Source: an optimization exercise on an open RTL-to-GDS flow (aim: small area and a short achievable clock period). Production flows keep margins and buffers that such runs may drop.
No functional check of the RTL was part of this run.
Power figures rest on the tool's default switching activity, not on a simulated workload.

## flow/design.v

```verilog
module top(
    input  wire        clk,
    input  wire        rst,       
    output wire [31:0] pc,
    input  wire [31:0] inst,
    output wire        ram_we,
    output wire        ram_re,
    output wire [1:0]  ram_size,
    output wire [31:0] ram_addr,
    output wire [31:0] ram_wdata,
    input  wire [31:0] ram_rdata,
    output wire        ebreak
);
    wire b2 = inst[2], b3 = inst[3], b4 = inst[4], b5 = inst[5], b6 = inst[6];
    wire [2:0] f3 = inst[14:12];
    wire [3:0] rs1a = inst[18:15];
    wire [3:0] rs2a = inst[23:20];
    wire [3:0] rda  = inst[10:7];
    wire is_load   = ~b6 & ~b5 & ~b4;
    wire is_store  = ~b6 &  b5 & ~b4;
    wire is_op     = b5;                 
    wire is_lui    = ~b6 &  b5 &  b4 &  b2;
    wire is_branch =  b6 & ~b4 & ~b2;
    wire is_jal    =  b6 &  b3;
    wire is_jalr   =  b6 & ~b3 &  b2;
    wire is_sys    =  b6 &  b4;
    wire sys0      = is_sys & ~f3[0] & ~f3[1];
    wire is_ecall  = sys0 & ~inst[20] & ~inst[21];
    wire is_mret   = sys0 & inst[21];
    wire is_ebreak = sys0 & inst[20];
    wire csr_wen   = is_sys & (f3[0] | (f3[1] & (rs1a != 4'd0)));
    wire rd_wen = (rda != 4'd0) &
                  ((~b6 & (b4 | ~b5)) | (b6 & b2) | (is_sys & (f3[0] | f3[1])));
    wire [31:0] imm_i = {{20{inst[31]}}, inst[31:20]};
    wire [31:0] imm_m = {{20{inst[31]}}, inst[31:25], (b5 & ~b2) ? inst[11:7] : inst[24:20]};
    wire [31:0] imm_b = {{20{inst[31]}}, inst[7], inst[30:25], inst[11:8], 1'b0};
    wire [31:0] imm_j = {{12{inst[31]}}, inst[19:12], inst[20], inst[30:21], 1'b0};
    wire [31:0] imm_u = {inst[31:12], 12'b0};
    reg [31:0] pc_r;
    reg [31:0] mstatus, mepc, mcause, mtvec;
    assign pc = pc_r;
    wire [31:0] wb_data;
    wire [31:0] wd = rst ? wb_data : 32'd0;
    wire [31:0] rfv [0:15];
    assign rfv[0] = 32'd0;
    genvar gi;
    generate
        for (gi = 1; gi < 16; gi = gi + 1) begin : g_rf
            reg [31:0] r;
            always @(posedge clk)
                if (~rst | (rd_wen & (rda == gi))) r <= wd;
            assign rfv[gi] = r;
        end
    endgenerate
    wire [31:0] rs1 = rfv[rs1a];
    wire [31:0] rs2 = rfv[rs2a];
    wire [31:0] agu = rs1 + imm_m;
    assign ram_addr  = agu;
    assign ram_wdata = rs2;
    assign ram_re    = is_load;
    assign ram_we    = is_store;
    assign ram_size  = f3[1:0];
    assign ebreak    = is_ebreak;
    wire [31:0] opb = is_op ? rs2 : imm_i;
    wire sub = b6 | (~f3[2] & f3[1]) | (is_op & inst[30] & ~f3[2] & ~f3[1] & ~f3[0]);
    wire [31:0] opbx = opb ^ {32{sub}};
    wire [33:0] sum34 = {1'b0, rs1, 1'b1} + {1'b0, opbx, sub};
    wire [31:0] sum = sum34[32:1];
    wire cout = sum34[33];
    wire ltu = ~cout;
    wire lt  = (rs1[31] ^ opb[31]) ? rs1[31] : sum[31];
    wire eq  = (rs1 == opb);
    wire sltu_r = ltu | (~is_op & eq & (inst[31:20] == 12'd0));
    wire [4:0] shamt = opb[4:0];
    wire [31:0] rs1_rev;
    wire [31:0] shr_rev;
    generate
        for (gi = 0; gi < 32; gi = gi + 1) begin : g_rev
            assign rs1_rev[gi] = rs1[31-gi];
            assign shr_rev[gi] = shr[31-gi];
        end
    endgenerate
    wire [31:0] shin = f3[2] ? rs1 : rs1_rev;
    wire fill = f3[2] & inst[30] & rs1[31];
    wire [63:0] shx = {{32{fill}}, shin} >> shamt;
    wire [31:0] shr = shx[31:0];
    reg [31:0] alu;
    always @(*) begin
        case (f3)
            3'b000: alu = sum;
            3'b001: alu = shr_rev;
            3'b010: alu = {31'd0, lt};
            3'b011: alu = {31'd0, sltu_r};
            3'b100: alu = rs1 ^ opb;
            3'b101: alu = shr;
            3'b110: alu = rs1 | opb;
            default: alu = rs1 & opb;
        endcase
    end
    wire [11:0] csra = inst[31:20];
    wire sel_mstatus = csra == 12'h300;
    wire sel_mepc    = csra == 12'h341;
    wire sel_mcause  = csra == 12'h342;
    wire sel_mtvec   = csra == 12'h305;
    wire [31:0] csr_rdata = ({32{sel_mstatus}} & mstatus) | ({32{sel_mepc}} & mepc) |
                            ({32{sel_mcause}} & mcause) | ({32{sel_mtvec}} & mtvec);
    always @(posedge clk) begin
        if (~rst) begin
            mstatus <= 32'h1800;
            mepc    <= 32'h0;
            mcause  <= 32'h0;
            mtvec   <= 32'h80000004;
        end else if (is_ecall) begin
            mepc   <= pc_r;
            mcause <= 32'd11;
        end else if (csr_wen) begin
            if (sel_mstatus) mstatus <= rs1;
            if (sel_mepc)    mepc    <= rs1;
            if (sel_mcause)  mcause  <= rs1;
            if (sel_mtvec)   mtvec   <= rs1;
        end
    end
    wire [31:0] pc4   = {pc_r[31:2] + 30'd1, pc_r[1:0]};
    wire [31:0] pcimm = b6 ? (b3 ? imm_j : imm_b) : imm_u;
    wire [31:0] pcadd = (is_lui ? 32'd0 : pc_r) + pcimm;
    wire cond  = (f3[2] ? (f3[1] ? ltu : lt) : eq) ^ f3[0];
    wire taken = is_jal | (is_branch & cond);
    wire [31:0] npc = is_mret  ? mepc :
                      is_ecall ? mtvec :
                      is_jalr  ? {agu[31:1], 1'b0} :
                      taken    ? pcadd : pc4;
    always @(posedge clk)
        if (~rst) pc_r <= 32'h80000000;
        else      pc_r <= npc;
    wire [31:0] ld = {(f3[2] | f3[1]) ? ram_rdata[31:16] : {16{f3[0] ? ram_rdata[15] : ram_rdata[7]}},
                      (f3[2] | f3[1] | f3[0]) ? ram_rdata[15:8] : {8{ram_rdata[7]}},
                      ram_rdata[7:0]};
    assign wb_data = b6 ? (b2 ? pc4 : csr_rdata) :
                     ~b4 ? ld :
                     b2 ? pcadd : alu;
endmodule
```

## flow/run.sh

```bash
#!/bin/bash
# synth_recipe.tcl (not shown) runs the flow's synth.tcl, then flattens the netlist and writes it again
# the make line also repeats each setting of config.mk as NAME=value (left out here)
make -C /OpenROAD-flow-scripts/flow DESIGN_CONFIG=/design/flow/config.mk WORK_HOME=/design/flow/orfs CLKGATE_MAP_FILE= SYNTH_SCRIPT=/design/flow/synth_recipe.tcl finish
```

## flow/config.mk

```make
export PLATFORM = sky130hd
export DESIGN_NAME = top
export DESIGN_NICKNAME = top
export VERILOG_FILES = /design/flow/design.v
export SDC_FILE = /design/flow/constraint.sdc
export NUM_CORES = 4
export LEC_CHECK = 0
export CAP_MARGIN = 30
export CORE_MARGIN = 2
export CORE_UTILIZATION = 40
export SLEW_MARGIN = 20
```

## flow/constraint.sdc

```tcl
create_clock -name core_clock -period 12.0 [get_ports {clk}]
set_input_delay 2.4000 -clock core_clock [delete_from_list [all_inputs] [get_ports {clk}]]
set_output_delay 2.4000 -clock core_clock [all_outputs]
set_load 0.01 [all_outputs]
```

==> impl_metrics.ini <==
[status]
status = timing/DRC/antenna clean

[clock_network]
htree_levels = 3
ctsHoldBuffers = 0
path_clk_slew_ns = 0.06
cts_tree = done
clockRootBuffer = clkbuf_16
clock_latency_ns = 0.66
clock-sinks = 640
cts_made_buffers = 74
cts-resized-gates = 0
clockBufferDepth = 3
post-cts-setup-buffers = 0

[grt]
grt_max_degree = 54
gr-total-overflow = 0
grt_antenna_before_repair = 20
grt_pass1_wl_um = 304400
grt_pass1_vias = 37954
grt_use_total = 0.4030

[synth]
synth_edf_count = 480
yosysSeqAreaShare = 0.4214
syn_area_per_cell_um2 = 9.813
synth_seq_cells = 640
netlist_area_um2 = 41800
synthMuxAreaShare = 0.05867
yosys.cell_types.count = 115
syn_nets = 4486
synthAdderAreaFrac = 0.04825
ys.flop_type = edfxtp_1
ys_warn_count = 1
synth_compound_area_frac = 0.2507
synth_top_family_by_area = compound AO/OA/AOI/OAI gates
synthCells = 4260
synthArstFlopShare = 0
synth-simple-area-share = 0.1414
synth_xor_area_frac = 0.03059

[timing]
fin_crit_ns = 11.06
setup_viol = 0
fin_crit_sh = 0.9214
tns_ns = 0
rsz0062_at_grt = no
slew_headroom = 0.1514
hold_viol = 0
slew_viol_final = 0
fmax_ghz = 0.09044
fin_worst_skew_ns = 0.06113
tightest_slew_ns = 1.273

[pwr]
p_leak_uw = 0.01805
cellPowerDensity_nw_per_um2 = 160.6
ir_worst_vdd_mv = 0.1264

[floorplan]
chipWidth_um = 327.3
dieHeight_um = 327.3
ios = 167
dieArea_um2 = 107100
num_rows = 118
start_util = 0.4033
core_um2 = 103600

[placed_design]
dp_hpwl_um = 159100
placed_cell_area_um2 = 45830
place.port_buffers = 164
gp_congestion = 1.120

[cells_and_area]
drive_gt1_frac = 0.1293
multi_input_area_um2 = 22510
fin_area_um2 = 48460
fill_cells = 9786
final_cell_mix = 480 x edfxtp_1, 360 x nor2_1, 274 x nand2_1, 245 x a22oi_1, 238 x buf_4
seqCellArea_um2 = 17620
nets = 4643
area_delta_synth_final_pct = 15.93
final_common_cell = edfxtp_1

[critical_path]
crit_path_max_incr_delay_ns = 0.74
crit_slowest_cell = nand2b_1
path_max_fanout = 39
start_kind = input port
worstPathCellList = buf_4 > buf_4 > nand2b_1 > o22ai_1 > nor4_4 > inv_1 > ha_1 > or3_1 > a2111oi_0 > a22o_1 > o21ai_0 > a2111oi_0 > nor2_1 > a21oi_1 > o21ai_0 > a21oi_1 > xnor2_1 > clkdlybuf4s50_1
worst-endpoint-arrival_ns = 8.66
end_kind = primary output
critPathRequiredTime_ns = 9.60
path_class = in -> out

[min_path]
min_path_type = reg -> reg

[drt]
drt-initial-drc-count = 8378
vias = 42042
drt-pass1-iter-count = 8
routed_via_density = 7.159
ant_nets = 0
avgRoutedWirePerCell_um = 38.04
routed_wl_um = 223400
drc = 0

[run]
maxCapViolCount = 0
worst max-delay path, delay by kind of cell:
| family | cells | cell delay [ns] |
|---|---|---|
| AO/OA/AOI/OAI | 8 | 2.18 |
| AND/OR/NAND/NOR | 4 | 1.99 |
| XOR/XNOR | 1 | 0.19 |
| adder cells (fa/ha/maj) | 1 | 0.32 |
| buffers and inverters | 4 | 1.52 |
metal layers:
layer  up-vias  share of wire  global-route usage
met4        12          0.080              0.2474
li1      16889              -                   -
met1     20217           0.37              0.5390
met5         -        0.00034                   0
met3       866           0.16              0.1489
met2      4058           0.39              0.5480
sequential cells by signal, summed over array words and instances, names as in the netlist:
signal   cells
mstatus     32
g_rf.r     480
pc_r        32
mcause      32
mtvec       32
mepc        32
cells in the mapped netlist, types with 16 or more instances:
cell type	n	area, um^2
mux4_2	33	743.2
a222oi_1	32	320.3
o21a_1	23	172.7
mux2i_1	110	1101
ha_1	158	1977
a21o_1	73	548.0
and3_1	39	244.0
clkbuf_1	208	780.8
dfxtp_1	160	3203
a211oi_1	123	923.4
buf_1	20	75.07
inv_1	134	503.0
a221oi_1	92	805.8
o21bai_1	19	142.6
nand4_1	47	294.0
a221o_1	23	230.2
o221ai_1	37	324.1
nor2b_1	56	350.3
o22ai_1	31	193.9
mux2_2	42	473.0
o21ai_1	27	135.1
nand3_1	130	650.6
a32oi_1	17	148.9
xor2_1	46	402.9
xnor2_1	100	875.8
o211ai_1	21	157.7
a22o_1	44	385.4
o31ai_1	16	120.1
nor2_1	371	1393
nand3b_1	18	135.1
a21oi_1	206	1031
buf_4	22	165.2
nor4_1	20	125.1
a22oi_1	245	1839
nand2_1	275	1032
nand2b_1	32	200.2
and2_1	51	319.1
edfxtp_1	480	14410
o21ai_0	217	1086
buf_2	66	330.3
a31oi_1	32	200.2
nor3_1	40	200.2
layout make-up:
class,count,share of cell area
diodes,15,0.0007746
well taps,1380,0.03563
multi-input cells,3143,0.4646
inverters,149,0.01154
flip-flops and latches,640,0.3635
repair buffers,409,0.07196
clock buffers,88,0.03994
clock inverters,49,0.01208
where the power goes:
| group | switching, uW | internal (uW) | leakage (uW) |
|---|---|---|---|
| sequential | 139 | 2600 | 0.00622 |
| combinational | 1800 | 869 | 0.0106 |
| clock | 1010 | 1370 | 0.00120 |
| total | 2940 | 4840 | 0.0180 |
logic make-up after synthesis:
| group | count (synthesis) |
|---|---|
| AOI/OAI and AO/OA | 1454 |
| and+or+nand+nor | 1189 |
| DFF | 640 |
| buffers and inverters | 477 |
| muxes | 194 |
| adders and majority gates | 160 |
| xor gates and xnor gates | 146 |
stage by stage:
stage	util	instances	worst slack [ns]	hold slack (ns)	total power (uW)
after floorplan	-	4260	3.304	0.4395	4072
after global placement	0.4411	5701	1.266	0.4585	5268
after detailed placement	0.4422	5714	1.346	0.4696	5271
after CTS	0.4665	5851	1.328	0.4783	7608
after global routing	0.4672	5859	0.7356	0.4928	7918
final	0.4676	5873	0.9429	0.4813	7782
worst paths after layout:
path	start	slack [ns]	cells past startpoint	endpoint
hold / removal	mepc[11]	0.48	2	pc_r[11]
hold reg to reg	mepc[11]	0.48	2	pc_r[11]
setup reg to reg	g_rf[4].r[4]	5.27	20	g_rf[3].r[20]
setup / recovery	inst[16]	0.94	18	ram_addr[31]

## separate check: timing with driven ports
In the flow no input, the clock included, has a driving cell. The finished layout below was timed again as built, in two steps. Step 1 (the two cells are an assumption about what drives the block):
set clk [get_ports {clk}]
set_driving_cell -lib_cell sky130_fd_sc_hd__clkbuf_16 $clk
set_driving_cell -lib_cell sky130_fd_sc_hd__buf_2 [delete_from_list [all_inputs] $clk]
Step 2 also shifts input and output timing later by t, the mid clock arrival at the registers, as if the neighbouring blocks saw the same clock. Slacks: no drivers / after step 1 / after step 2; pairs: no drivers / after step 1.
shift t [ns]: 0.708
setup WS [ns]: 0.943 / 0.922 / 0.922
worst register clock-pin slew, ns: 0.07 / 0.07
After both steps setup and hold are still met in this run. The setup slack of this run moves by -0.021 ns with the drivers and by -0.021 ns with both steps.
